What follows belongs to an exercise in optimizing a design on an open flow for small area; a production flow would make more cautious choices.
At most, simulation tests tie the RTL to the original design; equivalence was not proved.
The RTL of run 2 was laid out without a check of its function.
The clock cells of run 5 come from the design's own scripts or RTL, not from TritonCTS.
No driver is modelled on the clock port, so clock power and skew are understated where the tree is cut down; a real chip needs a root buffer or a tree.
No activity file was given, so power comes from the tool's default toggle rates.

==> flow/design.v <==
module checkers_top (
    input             clk,
    input             rst_n,
    input             draw_n,
    input             submit_n,
    input      [3:0]  sw,
    output     [6:0]  hex0,
    output     [6:0]  hex1,
    output     [6:0]  hex2,
    output     [6:0]  hex3,
    output     [9:0]  ledr,
    output     [14:0] fb_addr,
    output     [23:0] fb_data,
    output            fb_we
);
reg turn;         
assign hex0 = {1'b1, turn, turn, turn, 2'b00, turn};
assign hex1 = 7'b1000000;
assign hex2 = 7'b1000000;
assign hex3 = 7'b1111111;
reg F;
reg [4:0] cl;
reg [12:0] ch;
reg [2:0] y2h;
reg win;          
reg pw;           
wire pressed = !submit_n;
wire [3:0] x1 = ch[3:0];
wire [3:0] y1 = ch[7:4];
wire [3:0] x2 = ch[11:8];
wire [3:0] y2 = {y2h, ch[12]};
reg s_e, s_p, s_k, t_e;
wire [2:0] sr = y1[2:0] + {2'b00, x1[3]};
wire [4:0] sb = {sr, x1[2:1]};
wire sdark = x1[0] ^ sr[0];
wire [2:0] tr = y2[2:0] + {2'b00, x2[3]};
wire [4:0] tb = {tr, x2[2:1]};
wire tdark = x2[0] ^ tr[0];
wire ok1 = sdark & ~s_e & tdark & t_e;
wire mine = s_p ^ turn;
wire [4:0] dx = {1'b0, x1} - {1'b0, x2};
wire [4:0] dy = {1'b0, y1} - {1'b0, y2};
wire d1 = ((dx == 5'd1) | (dx == 5'd31)) & ((dy == 5'd1) | (dy == 5'd31));
wire d2 = ((dx == 5'd2) | (dx == 5'd30)) & ((dy == 5'd2) | (dy == 5'd30));
wire [4:0] xsum = x1 + x2;
wire [4:0] ysum = y1 + y2;
wire [3:0] xm = xsum[4:1];
wire [3:0] ym = ysum[4:1];
wire [2:0] mr = ym[2:0] + {2'b00, xm[3]};
wire [4:0] mb = {mr, xm[2:1]};
wire mdark = xm[0] ^ mr[0];
wire mclr = d2 & mdark;
wire king = (tr == 3'd0) | ((tr == 3'd7) & (x2[2:0] != 3'd0));
wire valid = ok1 & mine & (d1 | d2);
wire P = s_p;
wire K = s_k | king;
wire c_sel = (cl >= 5'd2) & (cl <= 5'd10);
wire c_end = F & (&{ch[12], ch[9], ch[6], ch[4], ~cl[4], cl[3], cl[1], cl[0]});   
wire upd = !F & (cl == 5'd23);
wire up = F;
wire [4:0] off = !ok1 ? 5'd20 : !mine ? 5'd19 : d1 ? 5'd16 : d2 ? 5'd15 : 5'd18;
always @(posedge clk or negedge rst_n) begin
    if (!rst_n) begin
        F <= 1'b0;
        cl <= 5'd0;
        win <= 1'b0;
        pw <= 1'b0;
        turn <= 1'b1;
    end else begin
        if (F) begin
            if (c_end) begin
                F <= 1'b0;
                cl <= 5'd0;
            end else
                cl <= cl + 5'd1;
            if (&cl) begin
                win <= 1'b0;
                pw <= 1'b0;
            end
        end else if (cl == 5'd24) begin
            F <= 1'b1;
            cl <= 5'd25;
        end else if (cl == 5'd14)
            cl <= off;
        else if (!c_sel || (cl[0] == pressed))
            cl <= cl + 5'd1;
        if (upd) begin
            win <= 1'b1;
            pw <= valid;
            if (valid) turn <= ~turn;
        end
    end
end
always @(posedge clk) begin
    if (F) begin
        if (&cl) ch <= win ? 13'd1 : ch + 13'd1;
    end else begin
        if (cl == 5'd3) ch[3:0] <= sw;
        if (cl == 5'd5) ch[7:4] <= sw;
        if (cl == 5'd7) ch[11:8] <= sw;
        if (cl == 5'd9) {y2h, ch[12]} <= sw;
    end
end
reg [95:0] ring;
reg [2:0] ph;
reg ini;
always @(posedge clk or negedge rst_n) begin
    if (!rst_n) begin
        ph <= 3'd0;
        ini <= 1'b1;
    end else begin
        ph <= ph + 3'd1;
        if (ph == 3'd7) ini <= 1'b0;
    end
end
wire [11:0] r0 = ring[11:0];
wire [3:0] tdec = (pw && tr == ph) ? (4'b0001 << x2[2:1]) : 4'b0000;
wire [3:0] sdec = (pw && sr == ph) ? (4'b0001 << x1[2:1]) : 4'b0000;
wire [3:0] mdec = (pw && mclr && mr == ph) ? (4'b0001 << xm[2:1]) : 4'b0000;
wire [3:0] ie = ini ? {4{ph == 3'd3 || ph == 3'd4}} : (r0[3:0] & ~tdec) | sdec | mdec;
wire [3:0] ip = ini ? {4{ph >= 3'd5}} : (r0[7:4] & ~tdec) | (tdec & {4{P}});
wire [3:0] ik = ini ? 4'b0000 : (r0[11:8] & ~tdec) | (tdec & {4{K}});
always @(posedge clk)
    ring <= {ik, ip, ie, ring[95:12]};
wire dsc;
wire [4:0] rb;
wire [4:0] ra = dsc ? rb : (cl >= 5'd10) ? tb : sb;
wire [2:0] rpos = ra[4:2] - ph;
wire [11:0] rw = ring[rpos * 12 +: 12];
wire f_t = pw & (ra == tb);
wire f_s = pw & ((ra == sb) | (mclr & (ra == mb)));
wire r_e = ini ? (ra[4:2] == 3'd3 || ra[4:2] == 3'd4) : f_t ? 1'b0 : f_s ? 1'b1 : rw[ra[1:0]];
wire r_p = ini ? (ra[4:2] >= 3'd5) : f_t ? P : rw[4 + ra[1:0]];
wire r_k = ini ? 1'b0 : f_t ? K : rw[8 + ra[1:0]];
always @(posedge clk) begin
    if (!F && !dsc && cl >= 5'd6 && cl <= 5'd9) begin
        s_e <= r_e;
        s_p <= r_p;
        s_k <= r_k;
    end
    if (!F && !dsc && cl >= 5'd10 && cl <= 5'd13)
        t_e <= r_e;
end
localparam [3:0] D_SA = 4'd0, D_CI = 4'd1, D_CC = 4'd2, D_SC = 4'd3,
                 D_EW = 4'd4, D_W1 = 4'd5, D_W2 = 4'd6, D_W3 = 4'd7,
                 D_DW = 4'd8, D_IU = 4'd9, D_ST = 4'd10, D_S0 = 4'd11;
localparam [2:0] K_P1 = 3'd0, K_K1 = 3'd1, K_P2 = 3'd2, K_K2 = 3'd3,
                 K_E = 3'd4, K_W = 3'd7;
reg [3:0] ds;
reg [14:0] addr;
reg [3:0] s15;    
reg [2:0] yc;     
reg [3:0] m15;    
reg [2:0] xc;     
reg [2:0] colr;
reg [2:0] dat;
wire en = ~draw_n | up;
wire wrap = &{addr[13], addr[12], addr[11], addr[6], addr[0]};   
assign rb = {yc, xc[2:1]};
assign dsc = (ds == D_SC);
wire light = ~(xc[0] ^ yc[0]);
wire [2:0] cls = light ? K_W : r_e ? K_E : {1'b0, r_p, r_k};
always @(posedge clk or negedge rst_n) begin
    if (!rst_n) begin
        ds <= D_ST;
        addr <= 15'd0;
    end else begin
        case (ds)
            D_ST: ds <= D_S0;
            D_S0: ds <= D_CI;
            D_SA: ds <= D_CI;
            D_CI: ds <= D_CC;
            D_CC: ds <= D_SC;
            D_SC: ds <= en ? D_EW : D_IU;
            D_EW: ds <= D_W1;
            D_W1: ds <= D_W2;
            D_W2: ds <= D_W3;
            D_W3: ds <= D_DW;
            D_DW: ds <= D_IU;
            D_IU: ds <= D_SA;
            default: ds <= D_ST;
        endcase
        if (ds == D_SA) begin
            if (wrap)
                addr <= 15'd0;
            else
                addr <= addr + 15'd1;
        end
    end
end
always @(posedge clk) begin
        if (ds == D_ST || (ds == D_SA && wrap)) begin
                s15 <= 4'd0;
                yc <= 3'd0;
                m15 <= 4'd15;
                xc <= 3'd0;
        end else if (ds == D_SA) begin
            begin
                s15 <= (s15 == 4'd14) ? 4'd0 : s15 + 4'd1;
                if (s15 == 4'd14) yc <= yc + 3'd1;
                if (s15 == 4'd0 && yc == 3'd0) begin
                    m15 <= (m15 == 4'd14) ? 4'd0 : m15 + 4'd1;
                    if (m15 == 4'd14 && xc != 3'd7) xc <= xc + 3'd1;
                end
            end
        end
        if (ds == D_ST) colr <= K_E;
        if (ds == D_SC) colr <= cls;
end
always @(posedge clk) begin
    if (ds == D_CC) dat <= colr;
end
reg [23:0] rgb;
always @(*) begin
    case (dat)
        K_P1: rgb = 24'h98f5f9;
        K_K1: rgb = 24'h3f97fc;
        K_P2: rgb = 24'hfe5c5e;
        K_K2: rgb = 24'hd80305;
        K_E:  rgb = 24'h000000;
        default: rgb = 24'hffffff;
    endcase
end
assign fb_addr = addr;
assign ledr = addr[9:0];
assign fb_data = rgb;
assign fb_we = (ds == D_W1) | (ds == D_W2) | (ds == D_W3) | (ds == D_DW);
endmodule
==> flow/run.sh <==
#!/bin/bash
# synth_recipe.tcl (not shown) runs the flow's synth.tcl, then flattens the netlist and writes it again
# the make line also repeats each setting of config.mk as NAME=value (left out here)
make -C /OpenROAD-flow-scripts/flow DESIGN_CONFIG=/design/flow/config.mk WORK_HOME=/design/flow/orfs CLKGATE_MAP_FILE= SYNTH_SCRIPT=/design/flow/synth_recipe.tcl finish
==> flow/config.mk <==
export PLATFORM = sky130hd
export DESIGN_NAME = checkers_top
export DESIGN_NICKNAME = checkers_top
export VERILOG_FILES = /design/flow/design.v
export SDC_FILE = /design/flow/constraint.sdc
export NUM_CORES = 4
export LEC_CHECK = 0
export ABC_AREA = 1
export CAP_MARGIN = 20
export CORE_MARGIN = 2
export CORE_UTILIZATION = 40
export PLACE_DENSITY = 0.6
export SLEW_MARGIN = 20
==> flow/constraint.sdc <==
create_clock -name core_clock -period 10.0 [get_ports {clk}]
set_input_delay 2.0000 -clock core_clock [delete_from_list [all_inputs] [get_ports {clk}]]
set_output_delay 2.0000 -clock core_clock [all_outputs]
set_load 0.01 [all_outputs]
==> results of run 1 <==
==> layout make-up <==
type	instances	area, µm²
clock inverter	14	138
tap	280	350
timing repair buffer	64	633
fill	2140	11800
sequential	168	3790
multi-input combinational	781	4280
clock buffer	18	429
inverter	130	488
==> cell families after synthesis <==
logic type                 Yosys count  synth area share
DFF                                168             0.421
adders and majority gates           42            0.0626
other                                2          0.000835
muxes                                1           0.00111
xor gates and xnor gates            22            0.0214
and+or+nand+nor                    474             0.241
buffers and inverters              208             0.112
AOI/OAI and AO/OA                  218             0.140
==> stage by stage <==
| stage | util | power, W | area (µm²) |
|---|---|---|---|
| after detailed placement | 0.435 | 0.00240 | 9540 |
| after global routing | 0.460 | 0.00328 | 10100 |
| after floorplan | - | 0.00206 | 9080 |
| after CTS | 0.460 | 0.00304 | 10100 |
| final | 0.460 | 0.00303 | 10100 |
| after global placement | 0.435 | 0.00239 | 9540 |
==> metal layers <==
layer  part of all wire  global-route usage
met5                  0                   0
met4              0.013              0.0547
met3              0.041              0.0321
met2               0.46               0.290
met1               0.48               0.252
==> cell usage after synthesis, types with 3 or more instances <==
cell,n
a211oi_1,3
a21oi_1,80
a22oi_1,8
a31oi_1,5
a32o_1,7
buf_2,7
buf_4,48
buf_6,5
clkbuf_1,18
dfrtp_1,28
dfstp_2,4
dfxtp_1,110
edfxtp_1,26
fa_1,5
ha_1,37
inv_1,121
inv_2,8
nand2_1,221
nand2_2,6
nand2_4,6
nand3_1,77
nand3_2,7
nand3b_1,5
nand4_1,9
nor2_1,103
nor3_1,16
nor3_2,3
nor3b_1,7
nor4_1,3
o211ai_1,6
o21ai_0,81
o22ai_1,9
o31ai_1,5
xnor2_1,9
xor2_1,13
==> final timing paths <==
| kind | from | end | slack (ns) | cells after the start |
|---|---|---|---|---|
| max in group asynchronous | rst_n | ini | 7.66 | 2 |
| min | ring[66] | ring[54] | 0.34 | 0 |
| max | ch[3] | colr[2] | 5.30 | 18 |
| min in group asynchronous | rst_n | addr[8] | 1.97 | 2 |
| max reg2reg | ch[3] | colr[2] | 5.30 | 18 |
| min reg2reg | ring[66] | ring[54] | 0.34 | 0 |
==> sequential cells by signal (all words and copies together), names as in the netlist, 3 cells and up <==
signal / cells
ds: 4
m15: 4
cl: 5
ph: 3
dat: 3
ch: 13
yc: 3
y2h: 3
colr: 3
addr: 15
s15: 4
xc: 3
ring: 96
==> power groups by stage <==
stage / clock (W) / combinational [W] / sequential, W
6_report: 0.000638 / 0.00151 / 0.000887
5_1_grt: 0.000686 / 0.00169 / 0.000899
4_1_cts: 0.000650 / 0.00150 / 0.000886
3_5_place_dp: 0 / 0.00150 / 0.000900
3_3_place_gp: 0 / 0.00149 / 0.000899
2_1_floorplan: 0 / 0.00119 / 0.000865
==> placed cells by master (no fill, tap or decap), drive strengths merged, types with 13 or more instances in the layout <==
master / instances
clkbuf: 18
dfrtp: 28
clkdlybuf4s50: 61
nor3: 19
nand2: 234
conb: 24
xor2: 13
nand3: 86
ha: 37
inv: 136
dfxtp: 110
o21ai: 83
edfxtp: 26
a21oi: 81
nor2: 105
==> impl_metrics.tcl, run 1 <==
set metrics [dict create \
    status "no timing/DRC/antenna violations" \
    critPathSlowestCell "fa_1" \
    clock_sinks 168 \
    netlist_instances 1135 \
    num_rows 54 \
    grt_usage 0.182 \
    post-cts-setup-buffer-count 0 \
    clk_path_buf_depth 2 \
    grt_remaining_overflow 0 \
    synth_ff_type "dfxtp_1" \
    dp_cells 1423 \
    grt_max_degree 54 \
    drtPass1Iterations 5 \
    power.internal_w 0.00168 \
    fmax_mhz 213 \
    worstPathMaxFanout 33 \
    synth_cell_types 57 \
    coreArea_um2 22000 \
    h-tree-depth 4 \
    netlist.area_leader.share 0.245 \
    max_stage_delay_ns 0.95 \
    cp.required_ns 10.16 \
    relSlewSlack 0.344 \
    syn-cell-area_um2 9000 \
    ant_nets 0 \
    startpoint_type "flip-flop" \
    clk_latency_ns 0.43 \
    route.vias.total 7368 \
    critPathKind "reg -> reg" \
    die_area_um2 23700 \
    cp_common_cell "nand3_1" \
    clk_pin_slew_ns 0.07 \
    worst_hold_slack_ns 0.345 \
    p_leak_nw 4.46 \
    drc 0 \
    critPathCaptureType "flip-flop" \
    syn_area_per_cell_um2 7.93 \
    swShare 0.446 \
    synth-edff-count 26 \
    ir_worst_vdd_uv 145 \
    grt_pass1_wl_mm 34.9 \
    ys_seq_area_frac 0.421 \
    hold_viol 0 \
    p_per_area_nw_per_um2 300 \
    diodes 0 \
    fin_crit_ns 4.70 \
    cts_tree "yes" \
    nNetsFinal 1212 \
    fin_setup_tns_ns 0 \
    tightest_slew_ns 0.982 \
    drt-initial-drc-count 490 \
    hold_path.class "reg -> reg" \
    worstPathCellList "ha_1 > ha_1 > inv_1 > nand3_1 > nand3_1 > nand2_1 > inv_1 > fa_1 > inv_1 > a21oi_1 > a32o_1 > nand3_1 > nand3_1 > nand3_1 > nand2_1 > nand2_1 > a21boi_1 > nand3_1" \
    pwr-share-seq 0.292 \
    synth-seq-cells 168 \
    final.setup.worst_slack_ns 5.30 \
    synthTopCellsByArea "dfxtp_1 24%, nand2_1 9.2%, edfxtp_1 8.7%" \
    setup_viol 0 \
    cp_top_family "adder cells" \
    die_width_um 154 \
    netSwitchingPower_w 0.00135 \
    final_layout_size_suffix_gt1_frac 0.0664 \
    instances_no_fill 1455 \
    place_congestion 0.920 \
    synth-async-reset-ratio 0.190 \
    drv_cap 0 \
    holdBufCountCts 0 \
    antenna_found_initial 0 \
    cts_resized 0 \
    dpl.hpwl_mm 15.6 \
    arrival_ns 4.86 \
    area_growth_pct 12.4 \
    pwr-share-clk 0.210 \
    synth_top_area_cell "dfxtp_1" \
    io_pins 86 \
    path_buf_inv 3 \
    grt_setup_unrepaired "no" \
    pre_cts_ws_ns 5.32 \
    fin_skew_ns 0.00907 \
    yosysWarningCount 1 \
    drv_slew 0 \
    die_y_um 154 \
    grt_pass1_vias 6803 \
    post-route-period-util 0.470 \
    initial_core_util 0.410 \
    vias_per_cell 5.06 \
    p_comb_frac 0.497 \
    drt_wl_total_mm 21.3 \
    io_buffers 61 \
    avgRoutedWirePerCell_um 14.6 \
    clock-root-buffer "clkbuf_16" \
    cts_buffers 17 \
]
==> run 2, diff against run 1 <==
--- a/flow/design.v
+++ b/flow/design.v
@@ -103,3 +103,13 @@
 end
-reg [95:0] ring;
+function [5:0] pdec;
+    input [4:0] c;
+    pdec = {c[4] & c[3], c[4] ? c[1] : c[3], c[4] ? c[0] : c[2],
+            c[4] & c[2], c[1], c[0]};
+endfunction
+function [4:0] penc;
+    input [5:0] s;
+    penc = {s[5] | s[2], (s[5] | s[2]) ? s[5] : s[4], (s[5] | s[2]) ? s[2] : s[3],
+            s[2] ? s[4] : s[1], s[2] ? s[3] : s[0]};
+endfunction
+reg [79:0] ring;
 reg [2:0] ph;
@@ -115,3 +125,7 @@
 end
-wire [11:0] r0 = ring[11:0];
+wire [5:0] q0 = pdec(ring[4:0]);
+wire [5:0] q1 = pdec(ring[9:5]);
+wire [3:0] oe = {q1[5], q1[2], q0[5], q0[2]};
+wire [3:0] op = {q1[4], q1[1], q0[4], q0[1]};
+wire [3:0] ok = {q1[3], q1[0], q0[3], q0[0]};
 wire [3:0] tdec = (pw && tr == ph) ? (4'b0001 << x2[2:1]) : 4'b0000;
@@ -119,7 +133,11 @@
 wire [3:0] mdec = (pw && mclr && mr == ph) ? (4'b0001 << xm[2:1]) : 4'b0000;
-wire [3:0] ie = ini ? {4{ph == 3'd3 || ph == 3'd4}} : (r0[3:0] & ~tdec) | sdec | mdec;
-wire [3:0] ip = ini ? {4{ph >= 3'd5}} : (r0[7:4] & ~tdec) | (tdec & {4{P}});
-wire [3:0] ik = ini ? 4'b0000 : (r0[11:8] & ~tdec) | (tdec & {4{K}});
+wire [3:0] ie = (oe & ~tdec) | sdec | mdec;
+wire [3:0] ip = (op & ~tdec) | (tdec & {4{P}});
+wire [3:0] ik = (ok & ~tdec) | (tdec & {4{K}});
+wire [9:0] irow = ini ? ((ph == 3'd3 || ph == 3'd4) ? 10'b11100_11100 :
+                         (ph >= 3'd5) ? 10'b01010_01010 : 10'b00000_00000) :
+                  {penc({ie[3], ip[3], ik[3], ie[2], ip[2], ik[2]}),
+                   penc({ie[1], ip[1], ik[1], ie[0], ip[0], ik[0]})};
 always @(posedge clk)
-    ring <= {ik, ip, ie, ring[95:12]};
+    ring <= {irow, ring[79:10]};
 wire dsc;
@@ -128,8 +146,9 @@
 wire [2:0] rpos = ra[4:2] - ph;
-wire [11:0] rw = ring[rpos * 12 +: 12];
+wire [9:0] rw = ring[rpos * 10 +: 10];
+wire [5:0] rq = pdec(ra[1] ? rw[9:5] : rw[4:0]);
 wire f_t = pw & (ra == tb);
 wire f_s = pw & ((ra == sb) | (mclr & (ra == mb)));
-wire r_e = ini ? (ra[4:2] == 3'd3 || ra[4:2] == 3'd4) : f_t ? 1'b0 : f_s ? 1'b1 : rw[ra[1:0]];
-wire r_p = ini ? (ra[4:2] >= 3'd5) : f_t ? P : rw[4 + ra[1:0]];
-wire r_k = ini ? 1'b0 : f_t ? K : rw[8 + ra[1:0]];
+wire r_e = ini ? (ra[4:2] == 3'd3 || ra[4:2] == 3'd4) : f_t ? 1'b0 : f_s ? 1'b1 : (ra[0] ? rq[5] : rq[2]);
+wire r_p = ini ? (ra[4:2] >= 3'd5) : f_t ? P : (ra[0] ? rq[4] : rq[1]);
+wire r_k = ini ? 1'b0 : f_t ? K : (ra[0] ? rq[3] : rq[0]);
 always @(posedge clk) begin
@@ -152,6 +171,8 @@
 reg [2:0] yc;     
-reg [3:0] m15;    
-reg [2:0] xc;     
 reg [2:0] colr;
 reg [2:0] dat;
+wire [2:0] xc = (addr < 15'd1801) ? 3'd0 : (addr < 15'd3601) ? 3'd1 :
+                (addr < 15'd5401) ? 3'd2 : (addr < 15'd7201) ? 3'd3 :
+                (addr < 15'd9001) ? 3'd4 : (addr < 15'd10801) ? 3'd5 :
+                (addr < 15'd12601) ? 3'd6 : 3'd7;
 wire en = ~draw_n | up;
@@ -182,28 +203,16 @@
         endcase
-        if (ds == D_SA) begin
-            if (wrap)
-                addr <= 15'd0;
-            else
-                addr <= addr + 15'd1;
-        end
-    end
-end
-always @(posedge clk) begin
-        if (ds == D_ST || (ds == D_SA && wrap)) begin
-                s15 <= 4'd0;
-                yc <= 3'd0;
-                m15 <= 4'd15;
-                xc <= 3'd0;
-        end else if (ds == D_SA) begin
-            begin
-                s15 <= (s15 == 4'd14) ? 4'd0 : s15 + 4'd1;
-                if (s15 == 4'd14) yc <= yc + 3'd1;
-                if (s15 == 4'd0 && yc == 3'd0) begin
-                    m15 <= (m15 == 4'd14) ? 4'd0 : m15 + 4'd1;
-                    if (m15 == 4'd14 && xc != 3'd7) xc <= xc + 3'd1;
-                end
-            end
-        end
-        if (ds == D_ST) colr <= K_E;
-        if (ds == D_SC) colr <= cls;
+        if (ds == D_SA)
+            addr <= wrap ? 15'd0 : addr + 15'd1;
+    end
+end
+always @(posedge clk) begin
+    if (ds == D_ST || (ds == D_SA && wrap)) begin
+        s15 <= 4'd0;
+        yc <= 3'd0;
+    end else if (ds == D_SA) begin
+        s15 <= (s15 == 4'd14) ? 4'd0 : s15 + 4'd1;
+        if (s15 == 4'd14) yc <= yc + 3'd1;
+    end
+    if (ds == D_ST) colr <= K_E;
+    if (ds == D_SC) colr <= cls;
 end
==> flow/flow/run.sh (new file) <==
#!/bin/bash
# Own layout flow: the standard layout (standard.sh) with two changes.
#  - Synthesis is the standard flow's (synth_recipe.tcl, unchanged) except that ABC maps the
#    logic with an area-oriented script (flow/abc_area.script) instead of
#    ORFS's, which buffers and upsizes for speed; registers are untouched.
#    Adders are left to ABC too (no ORFS adder cells), which maps them smaller.
#  - The port buffers that global placement adds are sky130_fd_sc_hd__buf_1.
#  - Clock tree synthesis adds no dummy loads.
# Each tool's full output stays in orfs/logs/; make's output goes to flow.log.
set -euo pipefail
W=$(pwd)
cat > "$W/area_synth.tcl" <<TCL
proc abc {args} {
  set i [lsearch -exact \$args -script]
  if {\$i >= 0} { lset args [expr {\$i + 1}] $W/flow/abc_area.script }
  yosys abc {*}\$args
}
source $W/synth_recipe.tcl
TCL
bash "$W/standard.sh" "SYNTH_SCRIPT=$W/area_synth.tcl" "ADDER_MAP_FILE=" \
  "BUFFER_PORTS_ARGS=-buffer_cell sky130_fd_sc_hd__buf_1" \
  "CTS_ARGS=-sink_clustering_enable -repair_clock_nets -dont_use_dummy_load -sink_clustering_size 40 -sink_clustering_max_diameter 100 -buf_list {sky130_fd_sc_hd__clkbuf_4 sky130_fd_sc_hd__clkbuf_8}" finish > "$W/flow.log" 2>&1
==> flow/flow/abc_area.script (new file) <==
strash
&get -n
&fraig -x
&put
scorr
dc2
dretime
strash
&get -n
&dch -f
&nf -R 1000
&put
==> flow/standard.sh (new file) <==
#!/bin/bash
# synth_recipe.tcl (not shown) runs the flow's synth.tcl, then flattens the netlist and writes it again
# the make line also repeats each setting of config.mk as NAME=value (left out here)
make -C /OpenROAD-flow-scripts/flow DESIGN_CONFIG=/design/flow/config.mk WORK_HOME=/design/flow/orfs CLKGATE_MAP_FILE= SYNTH_SCRIPT=/design/flow/synth_recipe.tcl "${@:-finish}"
--- a/flow/config.mk
+++ b/flow/config.mk
@@ -7,3 +7,2 @@
 export LEC_CHECK = 0
-export ABC_AREA = 1
 export CAP_MARGIN = 20
@@ -11,2 +10,5 @@
 export CORE_UTILIZATION = 40
+export CTS_BUF_LIST = sky130_fd_sc_hd__clkbuf_4 sky130_fd_sc_hd__clkbuf_8
+export CTS_CLUSTER_DIAMETER = 100
+export CTS_CLUSTER_SIZE = 40
 export PLACE_DENSITY = 0.6
removed: flow/run.sh
==> run 2 against run 1 <==
  * Clock skew increased by 0.026 ns
  * Sequential power decreased by 12%
  * Synthesized area shrank 18%
  * First-iteration DRC count down 22%
  * Global-route usage is 0.85 points lower
  * Cell count shrank 25%
==> impl_metrics.tcl, run 2 <==
set metrics [dict create \
    avgRoutedWirePerCell_um 15.7 \
    grt_max_degree 33 \
    relSlewSlack 0.392 \
    die_y_um 140 \
    grt_setup_unrepaired "no" \
    io_pins 86 \
    tightest_slew_ns 0.904 \
    area_growth_pct 7.07 \
    drv_cap 0 \
    status "no timing/DRC/antenna violations" \
    p_per_area_nw_per_um2 278 \
    cp_common_cell "a21oi_1" \
    grt_pass1_vias 5162 \
    pwr-share-seq 0.357 \
    antenna_found_initial 0 \
    clock_sinks 145 \
    final_cell_mix "87 x dfxtp_1, 83 x nor2_1, 76 x nand2_1, 65 x a21oi_1" \
    setup.worst_path.start "ds[1]" \
    cts_buffers 17 \
    grt_pass1_wl_mm 27.2 \
    setup_viol 0 \
    timing.rr.start "ds[1]" \
    clk_latency_ns 0.46 \
    fin_skew_ns 0.0353 \
    cts_tree "yes" \
    ant_nets 0 \
    diodes 0 \
    dpl.hpwl_mm 12.4 \
    p_leak_nw 2.92 \
    largest-register "ring" \
    final_core_util 0.437 \
    drtPass1Iterations 5 \
    clock-root-buffer "clkbuf_8" \
    hold_path.class "reg -> reg" \
    wl_met2_mm 7.39 \
    syn_area_per_cell_um2 9.21 \
    grt_usage 0.173 \
    num-fill-cells 1799 \
    r2r_setup_slack_ns 4.72 \
    post-cts-setup-buffer-count 0 \
    synth_most_common_cell "dfxtp_1" \
    h-tree-depth 4 \
    coreArea_um2 18000 \
    fmax_mhz 189 \
    critPathSlowestCell "a22oi_1" \
    layout_commonest_cell "dfxtp_1" \
    dr_wl_met3_um 712 \
    drt-initial-drc-count 380 \
    swShare 0.431 \
    num_rows 49 \
    synthTopCellsByArea "dfxtp_1 24%, edfxtp_1 11%, dfrtp_1 9.5%" \
    worstPathMaxFanout 28 \
    startpoint_type "flip-flop" \
    netlist.area_leader.share 0.237 \
    die_area_um2 19500 \
    syn-cell-area_um2 7360 \
    final_layout_size_suffix_gt1_frac 0.0479 \
    grt_remaining_overflow 0 \
    synth-seq-cells 145 \
    clk_path_buf_depth 2 \
    largest_reg_flops 80 \
    synth_cell_types 53 \
    critPathKind "reg -> reg" \
    worstSetupEndpoint "colr[1]" \
    synth-async-reset-ratio 0.221 \
    route.vias.total 5840 \
    netlist_instances 799 \
    synth_ff_type "dfxtp_1" \
    power.internal_w 0.00125 \
    fin_crit_ns 5.28 \
    yosysWarningCount 1 \
    dp_cells 1068 \
    pwr-share-clk 0.154 \
    cp.required_ns 10.18 \
    io_buffers 61 \
    fin_setup_tns_ns 0 \
    drt_wl_total_mm 17.0 \
    worstPathCellList "and2_0 > and2_0 > a21oi_1 > a22oi_1 > xor2_1 > a21oi_1 > xnor2_2 > buf_4 > mux4_2 > mux2_1 > nor2_1 > a21oi_1 > nor2b_1 > a21oi_1 > a221oi_1 > or3_1 > a21oi_1" \
    vias_per_cell 5.38 \
    highest_layer "met4" \
    critPathCaptureType "flip-flop" \
    synth_common_cells "87 x dfxtp_1, 84 x nor2_1, 76 x nand2_1, 65 x a21oi_1, 60 x o21ai_0" \
    die_width_um 140 \
    synth_top_area_cell "dfxtp_1" \
    initial_core_util 0.408 \
    holdBufCountCts 0 \
    p_comb_frac 0.489 \
    max_stage_delay_ns 0.61 \
    nNetsFinal 866 \
    timing.rr.end "colr[1]" \
    drc 0 \
    cts_resized 0 \
    top_regs "ring (80), addr (15), ch (13)" \
    arrival_ns 5.46 \
    hold_viol 0 \
    netSwitchingPower_w 0.000944 \
    drv_slew 0 \
    drt-met1-wl_mm 8.75 \
    worstRegToRegCells 17 \
    ir_worst_vdd_uv 198 \
    post-route-period-util 0.528 \
    ys_seq_area_frac 0.452 \
    synth-edff-count 26 \
    place_congestion 0.893 \
    instances_no_fill 1085 \
    clk_pin_slew_ns 0.10 \
    power_w 0.00219 \
]
[run 2: cell count changes after synthesis, sizes merged, moves of 17 or more]
cell    previous run  this run
o21ai             83        60
inv              129         0
clkbuf            18         0
dfxtp            110        87
ha                37         0
nor2             105        84
xnor2              9        39
mux2i              1        18
nand3             86        23
clkinv             1        21
nand2            234        76
[run 2: per-layer routing]
| metal | track usage | vias up |
|---|---|---|
| met5 | 0 | - |
| met4 | 0.0453 | 0 |
| met2 | 0.261 | 146 |
| li1 | - | 2920 |
| met1 | 0.255 | 2757 |
| met3 | 0.0351 | 17 |
[run 2: worst min-delay path by stage]
stage | start | slack, ns | endpoint | cells after the start
floorplan | ring[57] | 0.32 | ring[47] | 0
global placement | ring[44] | 0.33 | ring[34] | 0
detailed placement | ring[62] | 0.33 | ring[52] | 0
CTS | ring[14] | 0.33 | ring[4] | 0
global route | ring[14] | 0.33 | ring[4] | 0
finish | ring[14] | 0.33 | ring[4] | 0
[run 2: worst max-delay path, delay by kind of cell (launching register included)]
family	cells	cell delay, ns
buffers and inverters	1	0.38
AND/OR/NAND/NOR	5	1.19
multiplexers	2	0.84
XOR/XNOR	2	0.39
flip-flops	1	0.56
AO/OA/AOI/OAI	7	1.63
[run 2: cell type report]
type                       instances  area, µm²  area share
sequential                       145       3330       0.422
tap                              229        287      0.0364
multi-input combinational        607       3680       0.468
timing repair buffer              66        268      0.0340
clock buffer                      17        234      0.0297
inverter                          21       78.8      0.0100
[run 2: cell families after synthesis]
| family | after synthesis | synth area share |
|---|---|---|
| other cells | 2 | 0.00102 |
| flops | 145 | 0.452 |
| xor+xnor | 68 | 0.0809 |
| mux | 31 | 0.0627 |
| simple gates | 287 | 0.185 |
| fa+ha+maj | 3 | 0.00408 |
| buf+inv | 69 | 0.0597 |
| compound gates | 194 | 0.155 |
[run 2: power groups by stage]
stage | clock network, W | registers [W] | logic (W)
floorplan | 0 | 0.000767 | 0.000836
global placement | 0 | 0.000791 | 0.00107
detailed placement | 0 | 0.000793 | 0.00107
CTS | 0.000345 | 0.000781 | 0.00108
global route | 0.000362 | 0.000794 | 0.00120
finish | 0.000336 | 0.000782 | 0.00107
[run 2: stage by stage]
step	hold WS, ns	setup slack (ns)	instance area (µm²)
after floorplan	0.324	3.99	7440
after global placement	0.329	4.87	7640
after detailed placement	0.333	4.76	7640
after CTS	0.328	4.73	7880
after global routing	0.328	4.26	7880
final	0.331	4.72	7880
==> run 3, diff against run 2 <==
--- a/flow/design.v
+++ b/flow/design.v
@@ -44,6 +44,4 @@
 wire d2 = ((dx == 5'd2) | (dx == 5'd30)) & ((dy == 5'd2) | (dy == 5'd30));
-wire [4:0] xsum = x1 + x2;
-wire [4:0] ysum = y1 + y2;
-wire [3:0] xm = xsum[4:1];
-wire [3:0] ym = ysum[4:1];
+wire [3:0] xm = dx[4] ? x1 + 4'd1 : x1 - 4'd1;
+wire [3:0] ym = dy[4] ? y1 + 4'd1 : y1 - 4'd1;
 wire [2:0] mr = ym[2:0] + {2'b00, xm[3]};
@@ -144,3 +142,3 @@
 wire [4:0] rb;
-wire [4:0] ra = dsc ? rb : (cl >= 5'd10) ? tb : sb;
+wire [4:0] ra = dsc ? rb : (cl >= 5'd12) ? tb : sb;
 wire [2:0] rpos = ra[4:2] - ph;
@@ -150,7 +148,7 @@
 wire f_s = pw & ((ra == sb) | (mclr & (ra == mb)));
-wire r_e = ini ? (ra[4:2] == 3'd3 || ra[4:2] == 3'd4) : f_t ? 1'b0 : f_s ? 1'b1 : (ra[0] ? rq[5] : rq[2]);
-wire r_p = ini ? (ra[4:2] >= 3'd5) : f_t ? P : (ra[0] ? rq[4] : rq[1]);
-wire r_k = ini ? 1'b0 : f_t ? K : (ra[0] ? rq[3] : rq[0]);
-always @(posedge clk) begin
-    if (!F && !dsc && cl >= 5'd6 && cl <= 5'd9) begin
+wire r_e = f_t ? 1'b0 : f_s ? 1'b1 : (ra[0] ? rq[5] : rq[2]);
+wire r_p = f_t ? P : (ra[0] ? rq[4] : rq[1]);
+wire r_k = f_t ? K : (ra[0] ? rq[3] : rq[0]);
+always @(posedge clk) begin
+    if (!F && !dsc && (cl == 5'd10 || cl == 5'd11)) begin
         s_e <= r_e;
@@ -159,3 +157,3 @@
     end
-    if (!F && !dsc && cl >= 5'd10 && cl <= 5'd13)
+    if (!F && !dsc && (cl == 5'd12 || cl == 5'd13))
         t_e <= r_e;
==> run 3 against run 2 <==
  * Critical path depth stayed put
  * Non-clock buffer count rose by 1
  * Worst setup slack gained 0.11 ns
  * Cell count about the same
  * Final area hardly changed
  * Global-route usage is 0.15 points lower
  * Highest routed layer unchanged
==> impl_metrics.tcl, run 3 <==
set metrics [dict create \
    status "no timing/DRC/antenna violations" \
    io_buffers 61 \
    drv_slew 0 \
    grt_max_degree 36 \
    cp.required_ns 10.17 \
    post-route-period-util 0.517 \
    num_rows 49 \
    p_leak_nw 3.02 \
    pwr-share-seq 0.343 \
    synth-compound-area-share 0.171 \
    hold_path.class "reg -> reg" \
    hold_viol 0 \
    dp_cells 1069 \
    synth_cell_types 55 \
    die_width_um 139 \
    ant_nets 0 \
    synth_top_family_by_area "simple AND/OR/NAND/NOR gates" \
    worstPathMaxFanout 33 \
    clk_path_buf_depth 2 \
    synth-simple-area-share 0.180 \
    synth_ff_type "dfxtp_1" \
    relSlewSlack 0.321 \
    swShare 0.442 \
    diodes 0 \
    clk_pin_slew_ns 0.07 \
    top_regs "ring (80), addr (15), ch (13)" \
    fin_setup_tns_ns 0 \
    die_y_um 139 \
    worst_hold_slack_ns 0.334 \
    vias_per_cell 5.39 \
    cts_resized 0 \
    fin_crit_ns 5.17 \
    clk_latency_ns 0.45 \
    largest-register "ring" \
    synth_most_common_cell "nand2_1" \
    clock_sinks 145 \
    dpl.hpwl_mm 11.7 \
    ys_seq_area_frac 0.454 \
    layout_commonest_cell "nand2_1" \
    ir_worst_vdd_uv 194 \
    netlist.area_leader.share 0.238 \
    drc 0 \
    grt_usage 0.172 \
    p_per_area_nw_per_um2 289 \
    grt_pass1_wl_mm 27.2 \
    synth_xor_area_frac 0.0813 \
    startpoint_type "flip-flop" \
    cts_buffers 17 \
    drtPass1Iterations 5 \
    synth_common_cells "91 x nand2_1, 87 x dfxtp_1, 73 x nor2_1, 63 x a21oi_1, 62 x o21ai_0" \
    drv_cap 0 \
    setup_viol 0 \
    fin_skew_ns 0.0327 \
    synthAdderAreaFrac 0.00410 \
    muxShareOfSynthArea 0.0478 \
    h-tree-depth 4 \
    synth-edff-count 26 \
    yosysWarningCount 1 \
    die_area_um2 19400 \
    synth_top_area_cell "dfxtp_1" \
    pwr-share-clk 0.148 \
    syn-cell-area_um2 7320 \
    fmax_mhz 193 \
    tightest_slew_ns 1.01 \
    largest_reg_flops 80 \
    drt-initial-drc-count 405 \
    synth-seq-cells 145 \
    io_pins 86 \
    synth-async-reset-ratio 0.221 \
    cts_tree "yes" \
    syn_area_per_cell_um2 9.17 \
    arrival_ns 5.34 \
    power_w 0.00227 \
    critPathCaptureType "flip-flop" \
    design_area_um2 7880 \
    nNetsFinal 867 \
    netlist_instances 799 \
    r2r_setup_slack_ns 4.83 \
    grt_pass1_vias 5444 \
    initial_core_util 0.408 \
    final_cell_mix "91 x nand2_1, 87 x dfxtp_1, 73 x nor2_1, 63 x a21oi_1, 62 x o21ai_0" \
    clock-root-buffer "clkbuf_8" \
    power.internal_w 0.00127 \
    post-cts-setup-buffer-count 0 \
    place_congestion 0.928 \
    antenna_found_initial 0 \
    final_layout_size_suffix_gt1_frac 0.0443 \
    grt_remaining_overflow 0 \
    area_growth_pct 7.53 \
    holdBufCountCts 0 \
    netSwitchingPower_w 0.00100 \
    instances_no_fill 1086 \
    grt_setup_unrepaired "no" \
    avgRoutedWirePerCell_um 15.0 \
    coreArea_um2 18000 \
    placed_cell_area_um2 7630 \
    critPathKind "reg -> reg" \
    route.vias.total 5856 \
    p_comb_frac 0.509 \
    synthTopCellsByArea "dfxtp_1 24%, edfxtp_1 11%, dfrtp_1 9.6%" \
    drt_wl_total_mm 16.3 \
]
## run 3: changes by cell type after synthesis, sizes merged, moves of 4 or more
cell / previous run / this run
nor2: 84 / 73
xor2: 29 / 33
o22ai: 13 / 9
nand3: 23 / 19
a21o: 2 / 7
a32oi: 0 / 9
nand2: 76 / 91
xnor2: 39 / 35
mux4: 12 / 7
a21boi: 2 / 9
## run 3: per-stage QoR
stage,utilization,worst slack [ns]
6_report,0.438,4.83
5_1_grt,0.438,4.34
4_1_cts,0.438,4.74
3_5_place_dp,0.425,4.75
3_3_place_gp,0.425,4.92
2_1_floorplan,-,4.47
## run 3: layout make-up
| cell class | instances | area (µm²) |
|---|---|---|
| Sequential cell | 145 | 3330 |
| Multi-Input combinational cell | 608 | 3680 |
| Fill cell | 1768 | 10100 |
| Clock buffer | 17 | 234 |
| Timing Repair Buffer | 67 | 275 |
| Tap cell | 229 | 287 |
| Inverter | 20 | 75.1 |
## run 3: cell families (layout without fill, tap and decap cells)
kind of cell,Yosys count,count (layout)
buffers and inverters,68,104
AND/OR/NAND/NOR,281,281
adder cells (fa/ha/maj),3,3
XOR/XNOR,68,68
flip-flops,145,145
AO/OA/AOI/OAI,206,206
other,2,24
multiplexers,26,26
## run 3: critical path, cell delays in order, from the launching register on
cell,delay (ns)
dfstp_2,0.57
nand2_1,0.08
or3_1,0.45
o21ai_0,0.72
nand2_1,0.18
a21oi_1,0.53
xnor2_2,0.24
buf_4,0.41
mux2i_1,0.15
o221ai_1,0.21
o21ai_0,0.14
nand2_1,0.08
o21ai_0,0.15
or3_1,0.43
a21oi_1,0.25
clkinv_1,0.15
nand2_1,0.09
a21oi_1,0.06
## run 3: power by group through the flow
stage	sequential, W	clock (W)	combinational [W]
after global routing	0.000790	0.000375	0.00130
after floorplan	0.000770	0	0.000886
after CTS	0.000778	0.000349	0.00116
after detailed placement	0.000789	0	0.00115
after global placement	0.000790	0	0.00115
final	0.000779	0.000338	0.00116
## run 3: routing by layer
layer / part of all wire / vias up / global-route usage / wire, µm
li1: - / 2923 / - / -
met4: 0.016 / 0 / 0.0579 / 260
met1: 0.48 / 2775 / 0.242 / 7890
met3: 0.038 / 22 / 0.0337 / 621
met5: 0 / - / 0 / 0
met2: 0.46 / 136 / 0.265 / 7560
## run 3: worst paths after layout
| kind | startpoint | endpoint | depth (start not counted) |
|---|---|---|---|
| setup / recovery | ds[1] | colr[1] | 17 |
| max in group asynchronous | rst_n | cl[4] | 1 |
| min in group asynchronous | rst_n | ph[1] | 1 |
| hold / removal | ring[68] | ring[58] | 0 |
| hold reg to reg | ring[68] | ring[58] | 0 |
| setup reg to reg | ds[1] | colr[1] | 17 |
==> run 4, diff against run 3 <==
--- a/flow/flow/run.sh
+++ b/flow/flow/run.sh
@@ -8,2 +8,4 @@
 #  - Clock tree synthesis adds no dummy loads.
+#  - Constant outputs keep synthesis's single tie cell for each value
+#    instead of one tie cell per output.
 # Each tool's full output stays in orfs/logs/; make's output goes to flow.log.
@@ -19,3 +21,3 @@
 TCL
-bash "$W/standard.sh" "SYNTH_SCRIPT=$W/area_synth.tcl" "ADDER_MAP_FILE=" \
+bash "$W/standard.sh" "SYNTH_SCRIPT=$W/area_synth.tcl" "ADDER_MAP_FILE=" "SKIP_REPAIR_TIE_FANOUT=1" \
   "BUFFER_PORTS_ARGS=-buffer_cell sky130_fd_sc_hd__buf_1" \
==> run 4 against run 3 <==
  * Still clean on timing, DRC and antenna
  * First-iteration DRC count fell by 20%
  * Clock skew decreased by 0.0064 ns
  * Wire length increased by 0.12%
  * Largest power group unchanged
  * Total power decreased by 0.11%
  * Synthesized area did not move
==> impl_metrics.tcl, run 4 <==
set metrics [dict create \
    status "no timing/DRC/antenna violations" \
    ir_worst_vdd_uv 222 \
    critPathCaptureType "flip-flop" \
    synth_most_common_cell "nand2_1" \
    synth_cell_types 55 \
    worstPathMaxFanout 33 \
    synth_top_area_cell "dfxtp_1" \
    worstSetupEndpoint "colr[1]" \
    grt_pass1_wl_mm 27.5 \
    syn-cell-area_um2 7320 \
    holdBufCountCts 0 \
    arrival_ns 5.10 \
    fin_skew_ns 0.0263 \
    netlist.area_leader.share 0.238 \
    largest_reg_flops 80 \
    nNetsFinal 846 \
    max_stage_delay_ns 0.73 \
    relSlewSlack 0.361 \
    clk_path_buf_depth 2 \
    critPathKind "reg -> reg" \
    tightest_slew_ns 0.949 \
    multi_input_area_um2 3580 \
    cp_common_cell "nand2_1" \
    synth-seq-cells 145 \
    drt_wl_total_mm 16.4 \
    timing.rr.end "colr[1]" \
    synth_common_cells "91 x nand2_1, 87 x dfxtp_1, 73 x nor2_1, 63 x a21oi_1, 62 x o21ai_0" \
    diodes 0 \
    avgRoutedWirePerCell_um 15.4 \
    route.vias.total 5754 \
    clk_latency_ns 0.45 \
    netlist_instances 799 \
    grt_setup_unrepaired "no" \
    io_buffers 61 \
    grt_remaining_overflow 0 \
    startpoint_type "flip-flop" \
    setup.worst_path.start "ds[1]" \
    fin_setup_tns_ns 0 \
    synth_ff_type "dfxtp_1" \
    vias_per_cell 5.40 \
    synthTopCellsByArea "dfxtp_1 24%, edfxtp_1 11%, dfrtp_1 9.6%" \
    hold_path.class "reg -> reg" \
    place_congestion 0.926 \
    dpl.hpwl_mm 11.8 \
    die_y_um 139 \
    p_per_area_nw_per_um2 292 \
    post-route-period-util 0.493 \
    ant_nets 0 \
    cts_buffers 17 \
    clock-root-buffer "clkbuf_8" \
    clock_sinks 145 \
    layout_commonest_cell "nand2_1" \
    h-tree-depth 4 \
    instances_no_fill 1065 \
    hold_viol 0 \
    critPathSlowestCell "o21ai_0" \
    r2r_setup_slack_ns 5.07 \
    area_growth_pct 6.32 \
    cts_resized 0 \
    num_rows 49 \
    io_pins 86 \
    path_buf_inv 2 \
    drt-initial-drc-count 325 \
    coreArea_um2 18000 \
    yosysWarningCount 1 \
    top_regs "ring (80), addr (15), ch (13)" \
    fin_crit_ns 4.93 \
    final_cell_mix "91 x nand2_1, 87 x dfxtp_1, 73 x nor2_1, 63 x a21oi_1, 62 x o21ai_0" \
    grt_pass1_vias 5347 \
    drc 0 \
    ys_seq_area_frac 0.454 \
    p_leak_nw 2.96 \
    cp.required_ns 10.17 \
    cts_tree "yes" \
    fmax_mhz 203 \
    initial_core_util 0.408 \
    register_area_um2 3330 \
    largest-register "ring" \
    post-cts-setup-buffer-count 0 \
    clk_pin_slew_ns 0.09 \
    final_layout_size_suffix_gt1_frac 0.0467 \
    drv_slew 0 \
    path_depth 17 \
    syn_area_per_cell_um2 9.17 \
    antenna_found_initial 0 \
    die_area_um2 19400 \
    worstRegToRegCells 17 \
    grt_max_degree 36 \
    drtPass1Iterations 5 \
    setup_viol 0 \
    synth-edff-count 26 \
    num-fill-cells 1762 \
    synth-async-reset-ratio 0.221 \
    die_width_um 139 \
    grt_usage 0.175 \
    drv_cap 0 \
    worstPathCellList "nand2_1 > or3_1 > o21ai_0 > nand2_1 > a21oi_1 > xnor2_2 > buf_4 > mux2i_1 > o221ai_1 > o21ai_0 > nand2_1 > o21ai_0 > or3_1 > a21oi_1 > clkinv_1 > nand2_1 > a21oi_1" \
    timing.rr.start "ds[1]" \
    cp_top_family "compound AO/OA/AOI/OAI gates" \
    dp_cells 1047 \
]
[run 4: cell counts after synthesis]
No cell type changed its count.
[run 4: kinds of logic after synthesis]
kind of cell	Yosys count	synth area share
DFF	145	0.454
buffers and inverters	68	0.0595
AOI/OAI and AO/OA	206	0.171
adders and majority gates	3	0.00410
xor gates and xnor gates	68	0.0813
other	2	0.00103
muxes	26	0.0478
and+or+nand+nor	281	0.180
[run 4: layer usage]
| layer | GRT usage | share of wire | up-vias |
|---|---|---|---|
| met5 | 0 | 0 | - |
| met4 | 0.0675 | 0.022 | 0 |
| met3 | 0.0344 | 0.046 | 28 |
| met2 | 0.272 | 0.46 | 140 |
| met1 | 0.240 | 0.47 | 2683 |
| li1 | - | - | 2903 |
[run 4: through the flow]
stage	worst slack [ns]	utilization	power (W)	hold WS [ns]	cell area (µm²)
after floorplan	4.47	-	0.00166	0.326	7320
after global placement	5.03	0.420	0.00194	0.334	7550
after detailed placement	4.81	0.420	0.00195	0.333	7550
after CTS	4.82	0.433	0.00230	0.332	7780
after global routing	4.44	0.433	0.00248	0.338	7790
final	5.07	0.433	0.00227	0.330	7790
[run 4: worst reg2reg max path, delay by kind of cell (launching register included)]
family          cells  cell delay [ns]
buf+inv             2             0.54
simple gates        6             1.32
mux                 1             0.14
compound gates      7             1.89
flops               1             0.56
xor+xnor            1             0.22
[run 4: worst min path at each step]
stage	slack, ns	startpoint	to	cells after the start
finish	0.33	ring[59]	ring[49]	0
global route	0.34	ring[59]	ring[49]	0
CTS	0.33	ring[59]	ring[49]	0
detailed placement	0.33	ring[63]	ring[53]	0
global placement	0.33	ring[70]	ring[60]	0
floorplan	0.33	ring[23]	ring[13]	0
[run 4: report_power, final]
group	internal, W	switching, W	leakage [nW]	total [W]
Sequential	0.000683	0.0000946	1.34	0.000778
Clock	0.000150	0.000187	0.122	0.000337
Combinational	0.000439	0.000717	1.50	0.00116
[run 4: layout make-up]
type / count / share of cell area
Clock buffer: 17 / 0.0300
Inverter: 20 / 0.00964
Multi-Input combinational cell: 586 / 0.460
Sequential cell: 145 / 0.427
Tap cell: 229 / 0.0368
Timing Repair Buffer: 68 / 0.0360
==> run 5, diff against run 4 <==
--- a/flow/flow/run.sh
+++ b/flow/flow/run.sh
@@ -1,3 +1,3 @@
 #!/bin/bash
-# Own layout flow: the standard layout (standard.sh) with two changes.
+# Own layout flow: the standard layout (standard.sh) with these changes.
 #  - Synthesis is the standard flow's (synth_recipe.tcl, unchanged) except that ABC maps the
@@ -7,3 +7,5 @@
 #  - The port buffers that global placement adds are sky130_fd_sc_hd__buf_1.
-#  - Clock tree synthesis adds no dummy loads.
+#  - The clock tree is flow/manual_cts.tcl's: one root buffer and eight
+#    leaf buffers, each for an eighth of the flip-flops (TritonCTS builds
+#    seventeen buffers for this many flip-flops).
 #  - Constant outputs keep synthesis's single tie cell for each value
@@ -23,2 +25,2 @@
   "BUFFER_PORTS_ARGS=-buffer_cell sky130_fd_sc_hd__buf_1" \
-  "CTS_ARGS=-sink_clustering_enable -repair_clock_nets -dont_use_dummy_load -sink_clustering_size 40 -sink_clustering_max_diameter 100 -buf_list {sky130_fd_sc_hd__clkbuf_4 sky130_fd_sc_hd__clkbuf_8}" finish > "$W/flow.log" 2>&1
+  "PRE_CTS_TCL=$W/flow/manual_cts.tcl" finish > "$W/flow.log" 2>&1
==> flow/flow/manual_cts.tcl (new file) <==
# Sourced before ORFS's CTS step (PRE_CTS_TCL): replaces clock_tree_synthesis.
# A small clock tree in place of TritonCTS: one root buffer at the clock
# port's side of the sinks drives NLEAF leaf buffers, each at the centre of a
# group of flip-flops: the sinks cut into MCTS_COLS columns by x, each cut
# into rows by y.
proc clock_tree_synthesis {args} {
  set nleaf [expr {[info exists ::env(MCTS_LEAVES)] ? $::env(MCTS_LEAVES) : 8}]
  set leafm [expr {[info exists ::env(MCTS_LEAF)] ? $::env(MCTS_LEAF) : "sky130_fd_sc_hd__clkbuf_8"}]
  set rootm [expr {[info exists ::env(MCTS_ROOT)] ? $::env(MCTS_ROOT) : "sky130_fd_sc_hd__clkbuf_8"}]
  set db [ord::get_db]
  set block [ord::get_db_block]
  set clk [$block findNet clk]
  set sinks {}
  foreach it [$clk getITerms] {
    set inst [$it getInst]
    set bb [$inst getBBox]
    lappend sinks [list $it [expr {([$bb xMin] + [$bb xMax]) / 2}] [expr {([$bb yMin] + [$bb yMax]) / 2}]]
  }
  # groups: NCOL columns of equal size by x, each cut into NROW by y
  set ncol [expr {[info exists ::env(MCTS_COLS)] ? $::env(MCTS_COLS) : 4}]
  set nrow [expr {$nleaf / $ncol}]
  set groups {}
  set byx [lsort -real -index 1 $sinks]
  set n [llength $byx]
  for {set c 0} {$c < $ncol} {incr c} {
    set col [lrange $byx [expr {$c * $n / $ncol}] [expr {($c + 1) * $n / $ncol - 1}]]
    set byy [lsort -real -index 2 $col]
    set m [llength $byy]
    for {set r 0} {$r < $nrow} {incr r} {
      lappend groups [lrange $byy [expr {$r * $m / $nrow}] [expr {($r + 1) * $m / $nrow - 1}]]
    }
  }
  set rootnet [odb::dbNet_create $block clknet_root]
  $rootnet setSigType CLOCK
  set root [odb::dbInst_create $block [$db findMaster $rootm] clkbuf_root]
  set cx 0; set cy 0; set n 0
  set i 0
  foreach g $groups {
    set sx 0; set sy 0
    foreach s $g { set sx [expr {$sx + [lindex $s 1]}]; set sy [expr {$sy + [lindex $s 2]}] }
    set gx [expr {$sx / [llength $g]}]; set gy [expr {$sy / [llength $g]}]
    set net [odb::dbNet_create $block clknet_leaf_$i]
    $net setSigType CLOCK
    set leaf [odb::dbInst_create $block [$db findMaster $leafm] clkbuf_leaf_$i]
    $leaf setLocation [expr {int($gx)}] [expr {int($gy)}]
    $leaf setPlacementStatus PLACED
    [$leaf findITerm A] connect $rootnet
    [$leaf findITerm X] connect $net
    foreach s $g {
      set it [lindex $s 0]
      $it disconnect
      $it connect $net
    }
    set cx [expr {$cx + $gx}]; set cy [expr {$cy + $gy}]; incr n
    incr i
  }
  $root setLocation [expr {int($cx / $n)}] [expr {int($cy / $n)}]
  $root setPlacementStatus PLACED
  [$root findITerm A] connect $clk
  [$root findITerm X] connect $rootnet
  $clk setSigType CLOCK
  set_propagated_clock [all_clocks]
  puts "manual clock tree: root $rootm, [llength $groups] leaves of $leafm"
}
==> run 5 against run 4 <==
  * Critical path depth unchanged
  * Fmax decreased by 0.68%
  * Utilization fell by 0.61 points
  * Final area shrank 1.4%
  * Sequential power barely moved
  * Wire length fell by 0.57%
  * Worst setup slack got worse by 0.034 ns
  * Via count decreased by 0.73%
  * Critical path type unchanged
  * Still clean on timing, DRC and antenna
  * First-iteration DRC count up 1.2%
  * Global-route usage down 1.2 points
  * Synthesized area unchanged
==> impl_metrics.tcl, run 5 <==
set metrics [dict create \
    critPathKind "reg -> reg" \
    grt_remaining_overflow 0 \
    netlist_instances 799 \
    hold_end "ring[55]" \
    clk_pin_slew_ns 0.12 \
    nNetsFinal 838 \
    grt_pass1_vias 5252 \
    num_rows 49 \
    route.vias.total 5712 \
    hold_viol 0 \
    drt-initial-drc-count 329 \
    holdBufCountCts 0 \
    antenna_found_initial 0 \
    final_cell_mix "91 x nand2_1, 87 x dfxtp_1, 73 x nor2_1, 63 x a21oi_1, 62 x o21ai_0" \
    die_width_um 139 \
    diodes 0 \
    synth_cell_types 55 \
    placed_cell_area_um2 7550 \
    synth-edff-count 26 \
    io_pins 86 \
    final_layout_size_suffix_gt1_frac 0.0374 \
    clk_latency_ns 0.42 \
    die_area_um2 19400 \
    p_per_area_nw_per_um2 285 \
    drt_wl_total_mm 16.3 \
    hold_start "ring[65]" \
    area_growth_pct 4.82 \
    synth-async-reset-ratio 0.221 \
    fmax_mhz 201 \
    r2r_setup_slack_ns 5.04 \
    p_leak_nw 2.90 \
    fin_setup_tns_ns 0 \
    initial_core_util 0.408 \
    ir_worst_vdd_uv 219 \
    synth_most_common_cell "nand2_1" \
    relSlewSlack 0.345 \
    worstPathMaxFanout 33 \
    status "no timing/DRC/antenna violations" \
    timing.rr.start "ds[1]" \
    fin_skew_ns 0.0139 \
    ant_nets 0 \
    synth_ff_type "dfxtp_1" \
    coreArea_um2 18000 \
    syn_area_per_cell_um2 9.17 \
    critPathSlowestCell "o21ai_0" \
    hold_depth 0 \
    synth_common_cells "91 x nand2_1, 87 x dfxtp_1, 73 x nor2_1, 63 x a21oi_1, 62 x o21ai_0" \
    num-fill-cells 1767 \
    drc 0 \
    synth-seq-cells 145 \
    setup_viol 0 \
    netlist.area_leader.share 0.238 \
    io_buffers 61 \
    cts_resized 0 \
    vias_per_cell 5.40 \
    grt_pass1_wl_mm 27.0 \
    fin_crit_ns 4.96 \
    cp_common_cell "nand2_1" \
    post-cts-setup-buffer-count 0 \
    worstRegToRegCells 17 \
    largest-register "ring" \
    largest_reg_flops 80 \
    drtPass1Iterations 4 \
    critPathCaptureType "flip-flop" \
    place_congestion 0.926 \
    cp.required_ns 10.18 \
    synthTopCellsByArea "dfxtp_1 24%, edfxtp_1 11%, dfrtp_1 9.6%" \
    drv_slew 0 \
    yosysWarningCount 1 \
    dpl.hpwl_mm 11.8 \
    worstPathCellList "nand2_1 > or3_1 > o21ai_0 > nand2_1 > a21oi_1 > xnor2_2 > buf_4 > mux2i_1 > o221ai_1 > o21ai_0 > nand2_1 > o21ai_0 > or3_1 > a21oi_1 > clkinv_1 > nand2_1 > a21oi_1" \
    drv_cap 0 \
    post-route-period-util 0.496 \
    arrival_ns 5.14 \
    die_y_um 139 \
    hold_path.class "reg -> reg" \
    avgRoutedWirePerCell_um 15.4 \
    grt_max_degree 36 \
    final_core_util 0.427 \
    synth_top_area_cell "dfxtp_1" \
    design_area_um2 7680 \
    tightest_slew_ns 0.972 \
    top_regs "ring (80), addr (15), ch (13)" \
    startpoint_type "flip-flop" \
    grt_setup_unrepaired "no" \
    max_stage_delay_ns 0.72 \
    syn-cell-area_um2 7320 \
    ys_seq_area_frac 0.454 \
    timing.rr.end "colr[1]" \
    grt_usage 0.163 \
    layout_commonest_cell "nand2_1" \
]
-- run 5: cell counts after synthesis --
Identical to the previous run, type by type.
-- run 5: critical path: cells and delay by family (launching register included) --
| family | cells | cell delay (ns) |
|---|---|---|
| AND/OR/NAND/NOR | 6 | 1.33 |
| XOR/XNOR | 1 | 0.22 |
| buffers and inverters | 2 | 0.55 |
| flip-flops | 1 | 0.58 |
| multiplexers | 1 | 0.12 |
| AO/OA/AOI/OAI | 7 | 1.91 |
-- run 5: report_power, final --
part | switching [W] | internal (W)
combinational | 0.000717 | 0.000439
sequential | 0.0000946 | 0.000682
clock | 0.000172 | 0.0000819
total | 0.000984 | 0.00120
-- run 5: per-stage QoR --
stage	hold slack (ns)	total power, W	instances	worst slack [ns]
4_1_cts	0.353	0.00221	1056	4.82
5_1_grt	0.361	0.00238	1057	4.42
2_1_floorplan	0.326	0.00166	799	4.47
3_5_place_dp	0.333	0.00195	1047	4.81
6_report	0.352	0.00219	1057	5.04
3_3_place_gp	0.334	0.00194	1047	5.03
-- run 5: layout make-up --
class	count	area, µm²	share of cell area
buffer	9	124	0.0161
sequential	145	3330	0.434
tap	229	287	0.0373
inverter	20	75.1	0.00978
multi-input combinational	586	3580	0.467
timing repair buffer	68	280	0.0365
-- run 5: worst max path at each step --
stage,cells past startpoint,endpoint,from
after global routing,17,colr[0],ds[1]
after floorplan,17,colr[1],ds[1]
final,17,colr[1],ds[1]
after CTS,18,colr[1],ds[1]
after detailed placement,18,colr[1],ds[1]
after global placement,18,colr[1],ds[1]
-- run 5: kinds of logic after synthesis --
| group | Yosys count | synth area share |
|---|---|---|
| fa+ha+maj | 3 | 0.00410 |
| xor+xnor | 68 | 0.0813 |
| buf+inv | 68 | 0.0595 |
| other cells | 2 | 0.00103 |
| simple gates | 281 | 0.180 |
| compound gates | 206 | 0.171 |
| flops | 145 | 0.454 |
| mux | 26 | 0.0478 |
-- run 5: per-layer routing --
| metal | routed length (µm) | vias to the layer above | track usage |
|---|---|---|---|
| met5 | 0 | - | 0 |
| met3 | 687 | 24 | 0.0127 |
| met1 | 7680 | 2683 | 0.235 |
| met2 | 7540 | 114 | 0.269 |
| li1 | - | 2891 | - |
| met4 | 346 | 0 | 0.0351 |

==> separate check: timing with driven ports <==
How much do the figures lean on ideal ports? The routed layouts below were timed once more, with nothing changed but the port constraints. Step 1: set_driving_cell puts a clkbuf_16 on clk and a buf_2 on each other input, an assumption about the parent block. Step 2 also shifts input and output timing later by t, the mid clock arrival at the registers, as if the neighbouring blocks saw the same clock. Slacks: no drivers / after step 1 / after step 2; pairs: no drivers / after step 1.
| run | shift t [ns] | setup WS [ns] | worst setup path at the end | clock arrival spread, ns |
|---|---|---|---|---|
| run 1 | 0.467 | 5.302 / 5.302 / 5.302 | register to register | 0.009 / 0.009 |
| run 2 | 0.483 | 4.718 / 4.718 / 4.718 | register to register | 0.037 / 0.037 |
| run 3 | 0.472 | 4.828 / 4.828 / 4.828 | register to register | 0.033 / 0.033 |
| run 4 | 0.472 | 5.070 / 5.070 / 5.070 | register to register | 0.031 / 0.032 |
| run 5 | 0.451 | 5.036 / 5.036 / 5.036 | register to register | 0.014 / 0.014 |
After both steps every run listed still meets setup and hold.
